From an optimization exercise on the open Yosys and OpenROAD flow, aimed at small area; shortcuts taken in it are not production practice.
RTL that was checked went through simulation tests only; none was proved equivalent to the original.

==> run Y: inputs <==
## fme_satd_8x8
module fme_satd_8x8 (
    clk,
    rstn,
    cur_p0_i, cur_p1_i, cur_p2_i, cur_p3_i,
    cur_p4_i, cur_p5_i, cur_p6_i, cur_p7_i,
    sp0_i,    sp1_i,    sp2_i,    sp3_i,
    sp4_i,    sp5_i,    sp6_i,    sp7_i,
    sp_valid_i,
    satd_8x8_o,
    satd_8x8_valid_o
);
==> module fme_satd_8x8, before the edit <==
module fme_satd_8x8 (
    clk,
    rstn,
    cur_p0_i, cur_p1_i, cur_p2_i, cur_p3_i,
    cur_p4_i, cur_p5_i, cur_p6_i, cur_p7_i,
    sp0_i,    sp1_i,    sp2_i,    sp3_i,
    sp4_i,    sp5_i,    sp6_i,    sp7_i,
    sp_valid_i,
    satd_8x8_o,
    satd_8x8_valid_o
);
input                                 clk;
input                                 rstn;
input		[8-1  : 0] cur_p0_i, cur_p1_i, cur_p2_i, cur_p3_i;
input		[8-1  : 0] cur_p4_i, cur_p5_i, cur_p6_i, cur_p7_i;
input           [8-1  : 0] sp0_i,    sp1_i,    sp2_i,    sp3_i;
input           [8-1  : 0] sp4_i,    sp5_i,    sp6_i,    sp7_i;
input                                 sp_valid_i;
output          [17              : 0] satd_8x8_o;
output                                satd_8x8_valid_o;
reg  [2:0] cnt;           
reg        win;           
wire       adv = sp_valid_i | win;
always @(posedge clk or negedge rstn) begin
    if (~rstn) begin
        cnt <= 3'd0;
        win <= 1'b0;
    end else if (adv) begin
        cnt <= cnt + 3'd1;
        if (cnt == 3'd7) win <= sp_valid_i;
    end
end
reg        adv1;
reg  [1:0] cnt1;
reg  [3:0] load_d;        
reg  [4:0] done_d;        
always @(posedge clk) begin
    adv1   <= adv;
    cnt1   <= cnt[1:0];
    load_d <= {load_d[2:0], adv & (cnt == 3'd7)};
end
always @(posedge clk or negedge rstn) begin
    if (~rstn) done_d <= 5'd0;
    else       done_d <= {done_d[3:0], win & (cnt == 3'd6)};
end
assign satd_8x8_valid_o = done_d[4];
wire [8-1:0] cur [0:7];
wire [8-1:0] sp  [0:7];
assign cur[0] = cur_p0_i; assign cur[1] = cur_p1_i; assign cur[2] = cur_p2_i; assign cur[3] = cur_p3_i;
assign cur[4] = cur_p4_i; assign cur[5] = cur_p5_i; assign cur[6] = cur_p6_i; assign cur[7] = cur_p7_i;
assign sp[0]  = sp0_i;    assign sp[1]  = sp1_i;    assign sp[2]  = sp2_i;    assign sp[3]  = sp3_i;
assign sp[4]  = sp4_i;    assign sp[5]  = sp5_i;    assign sp[6]  = sp6_i;    assign sp[7]  = sp7_i;
reg  [9:0]  f1 [0:3][0:7];
reg  [10:0] f2 [0:1][0:7];
reg  [11:0] f3 [0:7];
reg  [9:0]  r1 [0:7];       
reg  [11:0] r2 [0:7];       
wire h1 = cnt[2];
wire h2 = cnt1[1];
wire h3 = cnt1[0];
genvar g;
generate
for (g = 0; g < 8; g = g + 1) begin : lane
    wire [8:0] x1;
    satd_rca #(9) u_d (.a({1'b0, cur[g]}), .b({1'b1, ~sp[g]}), .ci(1'b1), .s(x1));
    wire [9:0] x1e = {x1[8], x1};
    wire [9:0] o1, i1;
    satd_rca #(10) u_o1 (.a(f1[3][g]), .b(x1e & {10{h1}}),    .ci(1'b0), .s(o1));
    satd_rca #(10) u_i1 (.a(x1e),      .b(~(f1[3][g] & {10{h1}})), .ci(1'b1), .s(i1));
    always @(posedge clk) begin
        if (adv) begin
            f1[0][g] <= i1;
            f1[1][g] <= f1[0][g];
            f1[2][g] <= f1[1][g];
            f1[3][g] <= f1[2][g];
        end
        r1[g] <= o1;
    end
    wire [10:0] x2e = {r1[g][9], r1[g]};
    wire [10:0] o2, i2;
    satd_rca #(11) u_o2 (.a(f2[1][g]), .b(x2e & {11{h2}}),    .ci(1'b0), .s(o2));
    satd_rca #(11) u_i2 (.a(x2e),      .b(~(f2[1][g] & {11{h2}})), .ci(1'b1), .s(i2));
    always @(posedge clk) if (adv1) begin
        f2[0][g] <= i2;
        f2[1][g] <= f2[0][g];
    end
    wire [11:0] x3e = {o2[10], o2};
    wire [11:0] o3, i3;
    satd_rca #(12) u_o3 (.a(f3[g]), .b(x3e & {12{h3}}),    .ci(1'b0), .s(o3));
    satd_rca #(12) u_i3 (.a(x3e),   .b(~(f3[g] & {12{h3}})), .ci(1'b1), .s(i3));
    always @(posedge clk) begin
        if (adv1) f3[g] <= i3;
        r2[g] <= o3;
    end
end
endgenerate
wire [12:0] a [0:7];
wire [13:0] b [0:7];
reg  [13:0] r3 [0:7];
generate
for (g = 0; g < 4; g = g + 1) begin : rs1
    satd_rca #(13) u_s (.a({r2[g][11], r2[g]}), .b({r2[g+4][11], r2[g+4]}),  .ci(1'b0), .s(a[g]));
    satd_rca #(13) u_d (.a({r2[g][11], r2[g]}), .b(~{r2[g+4][11], r2[g+4]}), .ci(1'b1), .s(a[g+4]));
end
for (g = 0; g < 4; g = g + 1) begin : rs2
    localparam integer I = (g < 2) ? g : g + 2;    
    wire [13:0] ae  = {a[I][12],   a[I]};
    wire [13:0] ae2 = {a[I+2][12], a[I+2]};
    satd_rca #(14) u_s (.a(ae), .b(ae2),  .ci(1'b0), .s(b[I]));
    satd_rca #(14) u_d (.a(ae), .b(~ae2), .ci(1'b1), .s(b[I+2]));
end
for (g = 0; g < 8; g = g + 1) begin : rr3
    always @(posedge clk) r3[g] <= b[g];
end
endgenerate
reg  [12:0] r4 [0:3];      
reg  [3:0]  r4s;           
generate
for (g = 0; g < 4; g = g + 1) begin : mx
    wire signed [14:0] p = {r3[2*g][13],   r3[2*g]};
    wire signed [14:0] q = {r3[2*g+1][13], r3[2*g+1]};
    wire [14:0] sum = p + q;
    wire [14:0] dif = p - q;
    wire        selp = ~(sum[14] ^ dif[14]);
    wire [13:0] v = selp ? r3[2*g] : r3[2*g+1];
    always @(posedge clk) begin
        r4[g]  <= v[12:0] ^ {13{v[13]}};
        r4s[g] <= v[13];
    end
end
endgenerate
reg  [15:0] acc;
wire [15:0] acc_n = (load_d[3] ? 16'd1 : acc) + r4[0] + r4[1] + r4[2] + r4[3]
                    + r4s[0] + r4s[1] + r4s[2] + r4s[3];
always @(posedge clk) acc <= acc_n;
assign satd_8x8_o = {3'b000, acc[15:1]};
endmodule
make LEC_CHECK=0 CAP_MARGIN=20 CORE_MARGIN=2 CORE_UTILIZATION=40 SLEW_MARGIN=20 finish   # period 7.0 ns
run.sh (not shown) runs the stock make flow with config.mk's settings and CLKGATE_MAP_FILE= SYNTH_SCRIPT=/design/flow/synth_recipe.tcl, a recipe that flattens the netlist after the stock synthesis.
==> run A (differences from run Y) <==
--- a/flow/design.v
+++ b/flow/design.v
@@ -51,4 +51,4 @@
 reg  [1:0] cnt1;
-reg  [3:0] load_d;        
-reg  [4:0] done_d;        
+reg  [2:0] load_d;        
+reg  [3:0] done_d;        
 always @(posedge clk) begin
@@ -56,9 +56,9 @@
     cnt1   <= cnt[1:0];
-    load_d <= {load_d[2:0], adv & (cnt == 3'd7)};
+    load_d <= {load_d[1:0], adv & (cnt == 3'd7)};
 end
 always @(posedge clk or negedge rstn) begin
-    if (~rstn) done_d <= 5'd0;
-    else       done_d <= {done_d[3:0], win & (cnt == 3'd6)};
+    if (~rstn) done_d <= 4'd0;
+    else       done_d <= {done_d[2:0], win & (cnt == 3'd6)};
 end
-assign satd_8x8_valid_o = done_d[4];
+assign satd_8x8_valid_o = done_d[3];
 wire [8-1:0] cur [0:7];
@@ -132,4 +132,4 @@
 endgenerate
-reg  [12:0] r4 [0:3];      
-reg  [3:0]  r4s;           
+wire [12:0] mv [0:3];      
+wire [3:0]  ms;            
 generate
@@ -142,6 +142,4 @@
     wire [13:0] v = selp ? r3[2*g] : r3[2*g+1];
-    always @(posedge clk) begin
-        r4[g]  <= v[12:0] ^ {13{v[13]}};
-        r4s[g] <= v[13];
-    end
+    assign mv[g] = v[12:0] ^ {13{v[13]}};
+    assign ms[g] = v[13];
 end
@@ -149,4 +147,4 @@
 reg  [15:0] acc;
-wire [15:0] acc_n = (load_d[3] ? 16'd1 : acc) + r4[0] + r4[1] + r4[2] + r4[3]
-                    + r4s[0] + r4s[1] + r4s[2] + r4s[3];
+wire [15:0] acc_n = (load_d[2] ? 16'd1 : acc) + mv[0] + mv[1] + mv[2] + mv[3]
+                    + ms[0] + ms[1] + ms[2] + ms[3];
 always @(posedge clk) acc <= acc_n;
--- a/flow/config.mk
+++ b/flow/config.mk
@@ -9,3 +9,6 @@
 export CORE_MARGIN = 2
-export CORE_UTILIZATION = 40
+export CORE_UTILIZATION = 60
+export CTS_BUF_LIST = sky130_fd_sc_hd__clkbuf_8
+export CTS_CLUSTER_DIAMETER = 50
+export CTS_CLUSTER_SIZE = 16
 export SLEW_MARGIN = 20
==> run X (differences from run Y) <==
--- a/flow/design.v
+++ b/flow/design.v
@@ -51,4 +51,4 @@
 reg  [1:0] cnt1;
-reg  [3:0] load_d;        
-reg  [4:0] done_d;        
+reg  [2:0] load_d;        
+reg  [3:0] done_d;        
 always @(posedge clk) begin
@@ -56,9 +56,9 @@
     cnt1   <= cnt[1:0];
-    load_d <= {load_d[2:0], adv & (cnt == 3'd7)};
+    load_d <= {load_d[1:0], adv & (cnt == 3'd7)};
 end
 always @(posedge clk or negedge rstn) begin
-    if (~rstn) done_d <= 5'd0;
-    else       done_d <= {done_d[3:0], win & (cnt == 3'd6)};
+    if (~rstn) done_d <= 4'd0;
+    else       done_d <= {done_d[2:0], win & (cnt == 3'd6)};
 end
-assign satd_8x8_valid_o = done_d[4];
+assign satd_8x8_valid_o = done_d[3];
 wire [8-1:0] cur [0:7];
@@ -132,4 +132,4 @@
 endgenerate
-reg  [12:0] r4 [0:3];      
-reg  [3:0]  r4s;           
+wire [12:0] mv [0:3];      
+wire [3:0]  ms;            
 generate
@@ -142,6 +142,4 @@
     wire [13:0] v = selp ? r3[2*g] : r3[2*g+1];
-    always @(posedge clk) begin
-        r4[g]  <= v[12:0] ^ {13{v[13]}};
-        r4s[g] <= v[13];
-    end
+    assign mv[g] = v[12:0] ^ {13{v[13]}};
+    assign ms[g] = v[13];
 end
@@ -149,4 +147,4 @@
 reg  [15:0] acc;
-wire [15:0] acc_n = (load_d[3] ? 16'd1 : acc) + r4[0] + r4[1] + r4[2] + r4[3]
-                    + r4s[0] + r4s[1] + r4s[2] + r4s[3];
+wire [15:0] acc_n = (load_d[2] ? 16'd1 : acc) + mv[0] + mv[1] + mv[2] + mv[3]
+                    + ms[0] + ms[1] + ms[2] + ms[3];
 always @(posedge clk) acc <= acc_n;
--- a/flow/config.mk
+++ b/flow/config.mk
@@ -9,3 +9,6 @@
 export CORE_MARGIN = 2
-export CORE_UTILIZATION = 40
+export CORE_UTILIZATION = 60
+export CTS_BUF_LIST = sky130_fd_sc_hd__clkbuf_4 sky130_fd_sc_hd__clkbuf_8
+export CTS_CLUSTER_DIAMETER = 40
+export CTS_CLUSTER_SIZE = 12
 export SLEW_MARGIN = 20
==> run Z (differences from run Y) <==
--- a/flow/design.v
+++ b/flow/design.v
@@ -51,4 +51,4 @@
 reg  [1:0] cnt1;
-reg  [3:0] load_d;        
-reg  [4:0] done_d;        
+reg  [2:0] load_d;        
+reg  [3:0] done_d;        
 always @(posedge clk) begin
@@ -56,9 +56,9 @@
     cnt1   <= cnt[1:0];
-    load_d <= {load_d[2:0], adv & (cnt == 3'd7)};
+    load_d <= {load_d[1:0], adv & (cnt == 3'd7)};
 end
 always @(posedge clk or negedge rstn) begin
-    if (~rstn) done_d <= 5'd0;
-    else       done_d <= {done_d[3:0], win & (cnt == 3'd6)};
+    if (~rstn) done_d <= 4'd0;
+    else       done_d <= {done_d[2:0], win & (cnt == 3'd6)};
 end
-assign satd_8x8_valid_o = done_d[4];
+assign satd_8x8_valid_o = done_d[3];
 wire [8-1:0] cur [0:7];
@@ -132,4 +132,4 @@
 endgenerate
-reg  [12:0] r4 [0:3];      
-reg  [3:0]  r4s;           
+wire [12:0] mv [0:3];      
+wire [3:0]  ms;            
 generate
@@ -142,6 +142,4 @@
     wire [13:0] v = selp ? r3[2*g] : r3[2*g+1];
-    always @(posedge clk) begin
-        r4[g]  <= v[12:0] ^ {13{v[13]}};
-        r4s[g] <= v[13];
-    end
+    assign mv[g] = v[12:0] ^ {13{v[13]}};
+    assign ms[g] = v[13];
 end
@@ -149,4 +147,4 @@
 reg  [15:0] acc;
-wire [15:0] acc_n = (load_d[3] ? 16'd1 : acc) + r4[0] + r4[1] + r4[2] + r4[3]
-                    + r4s[0] + r4s[1] + r4s[2] + r4s[3];
+wire [15:0] acc_n = (load_d[2] ? 16'd1 : acc) + mv[0] + mv[1] + mv[2] + mv[3]
+                    + ms[0] + ms[1] + ms[2] + ms[3];
 always @(posedge clk) acc <= acc_n;
--- a/flow/config.mk
+++ b/flow/config.mk
@@ -10,2 +10,5 @@
 export CORE_UTILIZATION = 40
+export CTS_BUF_LIST = sky130_fd_sc_hd__clkbuf_4 sky130_fd_sc_hd__clkbuf_8
+export CTS_CLUSTER_DIAMETER = 60
+export CTS_CLUSTER_SIZE = 20
 export SLEW_MARGIN = 20
==> comparison table <==
                                                                          run A        run Z        run X         run Y
Outcome                                                timing/DRC/antenna clean  timing/DRC/antenna clean  timing/DRC/antenna clean  timing/DRC/antenna clean
Crit-path max cell delay                                                0.55 ns      0.49 ns      0.55 ns       0.57 ns
Startpoint of the most critical hold path                             load_d[0]    load_d[0]    load_d[0]     load_d[2]
Number of cells traversed by the worst register-to-register path             17           18           17            16
Global-route wire length before repair                               156,900 um   150,400 um   159,100 um    148,900 um
Detailed Place HPWL                                                   75,250 um    72,600 um    75,250 um     70,170 um
Count of clock tree sinks                                                   906          906          906           962
Synth Area in Simple Gates                                               6.353%       6.353%       6.353%        5.678%
Effective utilization at floorplan                                       60.81%       40.19%       60.81%        40.15%
Number of buffers created by CTS                                            102           83          144           107
Portion of synthesized cell area occupied by the leading cell type       34.82%       34.82%       34.82%        34.28%
Wire length after detailed routing                                    94,970 um    91,730 um    96,180 um     90,720 um
Wire length on met2                                                   44,450 um    40,600 um    44,940 um     40,600 um
Synth Area in Adders                                                     32.75%       32.75%       32.75%        32.16%
Number of vias in the routed layout                                      25,870       25,110       26,130        25,230
Fillers                                                                   6,173       11,480        6,044        11,710
Slew at the pin closest to its max-slew limit                          1.002 ns    0.9874 ns     1.262 ns      1.061 ns
Area of the core                                                     83,950 um2  127,000 um2   83,950 um2   129,200 um2
Via-to-Cell Ratio                                                         4.932        4.384        4.919         4.324
Iteration-0 DRC count of the detailed router                              1,577        1,420        1,513         1,405
For run Y, only the layout was checked, not whether the RTL still works.

## port drivers added, routing unchanged
No port has a modelled driver above. Below, the same layouts with a new extraction and two added sets of constraints.
Step 1 sets driving cells, clkbuf_16 on the clock port and buf_2 on the other inputs (assumed; they add their load-dependent delay and slew).
Step 2 adds t to the input delays and takes it off the output delays; t is the mean of the earliest and latest rising clock arrival at the registers after step 1. Input paths then give back, and output paths get back, about the clock's delay inside the block.
a / b / c = ideal ports / drivers / drivers and shift; a / b = the first two.
run	t, ns	setup WS [ns]	clock arrival spread, ns	slew at the worst register clock pin (ns)
run Y	0.764	0.286 / 0.286 / 0.286	0.053 / 0.053	0.06 / 0.06
run A	0.812	0.331 / 0.331 / 0.331	0.040 / 0.040	0.10 / 0.10
run X	0.851	0.338 / 0.338 / 0.338	0.048 / 0.049	0.08 / 0.08
run Z	0.805	0.353 / 0.353 / 0.353	0.059 / 0.059	0.12 / 0.12
After both steps setup and hold are still met in every run listed.
